Background: an optimization exercise with open tools, aiming at small area. Do not read the settings as production practice.
Function was checked by simulation only, so behaviour that the tests miss may differ from the original.
Power figures rest on the tool's default switching activity, not on a simulated workload.

build 57:
Design zigbee_rx_back, start of the top module:
module zigbee_rx_back (
  input  logic       clk_i,
  input  logic       resetn_i,
  input  logic [4:0] ibb_i,
  input  logic [4:0] qbb_i,
  input  logic       iq_valid_i,
  input  logic       psel_i,
  input  logic       penable_i,
  input  logic       pwrite_i,
  output logic [7:0] prdata_o,
  output logic       pslverr_o,
  output logic       bit_o,
  output logic       bit_en_o
);
  logic [4:0] cordic_phase;
  logic       cordic_take;
  logic       cdr_bit;
  logic       cdr_take;
  logic       cdr_valid;
  zigbee_cordic_top i_cordic (
    .reset_n(resetn_i), .clk(clk_i), .ibb(ibb_i), .qbb(qbb_i), .iValid(iq_valid_i),
    .wout(cordic_phase), .take_o(cordic_take));
  bit_recovery_CDR i_cdr (
    .clk(clk_i), .resetn(resetn_i), .phase_i(cordic_phase), .ph_take_i(cordic_take),
    .data_en_o(cdr_valid), .take_o(cdr_take), .data_w(cdr_bit));
  fifo_rx i_fifo_rx (
    .clk(clk_i), .reset_n(resetn_i), .en_cdr(cdr_valid), .take(cdr_take), .data_in(cdr_bit),
    .psel(psel_i), .pwrite(pwrite_i), .penable(penable_i),
    .pslverr(pslverr_o), .prdata(prdata_o), .bit_o(bit_o));
  assign bit_en_o = cdr_valid;
endmodule
Size in the first run: about 1,100 cells after synthesis, about 570 flip-flops, roughly 27 I/O pins, roughly 0.015 mm^2 of cells after synthesis.
==> flow/config.mk <==
export PLATFORM = sky130hd
export DESIGN_NAME = zigbee_rx_back
export DESIGN_NICKNAME = zigbee_rx_back
export VERILOG_FILES = /design/flow/design.v
export SDC_FILE = /design/flow/constraint.sdc
export NUM_CORES = 4
export LEC_CHECK = 0
export ABC_AREA = 1
export CAP_MARGIN = 20
export CORE_MARGIN = 2
export CORE_UTILIZATION = 75
export PLACE_DENSITY = 0.88
export SLEW_MARGIN = 20
==> flow/constraint.sdc <==
create_clock -name core_clock -period 10.0 [get_ports {clk_i}]
set_input_delay 2.0000 -clock core_clock [delete_from_list [all_inputs] [get_ports {clk_i}]]
set_output_delay 2.0000 -clock core_clock [all_outputs]
set_load 0.01 [all_outputs]
standard.sh (not shown) runs the stock make flow with config.mk's settings and CLKGATE_MAP_FILE= SYNTH_SCRIPT=/design/flow/synth_recipe.tcl, a recipe that flattens the netlist after the stock synthesis.
==> flow/flow/run.sh <==
#!/bin/bash
# Layout flow: the standard flow (standard.sh) for every step, with these
# changes in how the layout is made:
#  - synthesis maps the logic with an area-oriented ABC script (abc_area.script
#    here, in place of ORFS's) and leaves adders to ABC (no ADDER_MAP_FILE);
#    the rest of synthesis is ORFS's, unchanged, so the registers are the
#    standard synthesis's;
#  - port buffers are sky130_fd_sc_hd__buf_1 (every port still gets one);
#  - clock tree synthesis leaves out dummy loads and uses clkbuf_8 buffers with
#    small sink clusters.
# Each step's full output goes to a log file in the work folder.
set -euo pipefail
WORK=$(pwd)
cp -r "$FLOW_HOME/scripts" "$WORK/scripts_own"
cp "$WORK/flow/abc_area.script" "$WORK/scripts_own/abc_area.script"
SCRIPTS_DIR="$WORK/scripts_own" ADDER_MAP_FILE= bash standard.sh synth > "$WORK/log_synth.txt" 2>&1
export BUFFER_PORTS_ARGS="-buffer_cell sky130_fd_sc_hd__buf_1"
export CTS_ARGS="-sink_clustering_enable -repair_clock_nets -dont_use_dummy_load -sink_clustering_size 14 -sink_clustering_max_diameter 60 -buf_list sky130_fd_sc_hd__clkbuf_8"
bash standard.sh finish > "$WORK/log_layout.txt" 2>&1
==> flow/flow/abc_area.script <==
strash
&get -n
&dch
&nf -R 1000
&put
strash
&get -n
&dch
&nf -R 1000
&put
topo
[inputs] build 40 vs build 57
--- a/flow/flow/run.sh
+++ b/flow/flow/run.sh
@@ -18 +18 @@
-export CTS_ARGS="-sink_clustering_enable -repair_clock_nets -dont_use_dummy_load -sink_clustering_size 14 -sink_clustering_max_diameter 60 -buf_list sky130_fd_sc_hd__clkbuf_8"
+export CTS_ARGS="-sink_clustering_enable -repair_clock_nets -dont_use_dummy_load -sink_clustering_size 16 -sink_clustering_max_diameter 50 -buf_list sky130_fd_sc_hd__clkbuf_8"
### Flow results
Clock power ends up higher on build 57.
Register-to-register slack in build 40 vs build 57: up 0.11 ns
Power (higher): build 57
Build 40 reports a lower wire length of the first global-routing pass than build 57 does.
Changes observed in build 40 relative to build 57: area growth from synthesis to layout saw a decrease; sequential portion of the cell area saw an increase.
Cell area | build 40 vs build 57 | build 40 smaller
Here is what was changed in the inputs of build 77 compared with build 40.
--- a/flow/config.mk
+++ b/flow/config.mk
@@ -11,2 +11,2 @@
-export CORE_UTILIZATION = 75
-export PLACE_DENSITY = 0.88
+export CORE_UTILIZATION = 85
+export PLACE_DENSITY = 0.92
Results
Build 77 | status: complete | timing, DRC, antenna: pass. Build 77 vs build 40: final routed wirelength across all metal layers up by more than a quarter. Core utilization in build 77 is 10 points higher than in build 40. Compared with build 40, number of cells in the finished layout apart from fillers in build 77 decreased by a few percent. Looking at worst setup slack, build 77 sits 0.76 ns lower than build 40 does.
Modified inputs, build 29 compared to build 77
--- a/flow/flow/run.sh
+++ b/flow/flow/run.sh
@@ -18 +18 @@
-export CTS_ARGS="-sink_clustering_enable -repair_clock_nets -dont_use_dummy_load -sink_clustering_size 16 -sink_clustering_max_diameter 50 -buf_list sky130_fd_sc_hd__clkbuf_8"
+export CTS_ARGS="-sink_clustering_enable -repair_clock_nets -dont_use_dummy_load -sink_clustering_size 16 -sink_clustering_max_diameter 70 -buf_list sky130_fd_sc_hd__clkbuf_8"
--- a/flow/config.mk
+++ b/flow/config.mk
@@ -11,2 +11,2 @@
-export CORE_UTILIZATION = 85
-export PLACE_DENSITY = 0.92
+export CORE_UTILIZATION = 75
+export PLACE_DENSITY = 0.88
Findings:
No stage failed in build 29, and the final checks on the layout all came back clean. Against build 77, build 29 reports a fraction of standard cell area that is sequential that is lower. The final reports for build 29 and build 77 show fraction of met2 tracks used by global routing lower in the former. Against build 77, build 29 comes in 0.4 points higher on part of the power in the clock network. Against build 77, build 29 comes in 49 um^2 higher on cell area. Build 29 against build 77: final clock period utilization by the worst path lost 6.2 points; utilization shrank by 10 points; net count reported at finish flat; wire length of the first global-routing pass lower.

[static timing again, ports no longer ideal]
How much do the figures lean on ideal ports? The routed layouts below were timed once more, with nothing changed but the port constraints.
Step 1, drivers: a clkbuf_16 drives clk_i and a buf_2 each remaining input, both assumed.
Step 2 also shifts input and output timing later by t, the mid clock arrival at the registers, as if the neighbouring blocks saw the same clock.
Three values: no drivers, after step 1, after step 2; two values: the first two.
run	t, ns	setup WS [ns]	worst setup path at the end	latest minus earliest clock arrival (ns)	worst slew at a driven data input, ns
build 57	0.597	3.085 / 3.104 / 2.507	input to register	0.058 / 0.058	0.04
build 40	0.585	3.170 / 3.185 / 2.600	input to register	0.068 / 0.069	0.04
build 77	0.605	2.407 / 2.431 / 1.826	input to register	0.062 / 0.061	0.04
build 29	0.593	3.025 / 3.042 / 2.449	input to register	0.058 / 0.058	0.04
After both steps setup and hold are still met in every run listed. The setup slack of build 77, which loses most, moves by +0.024 ns with the drivers and by -0.581 ns with both steps.
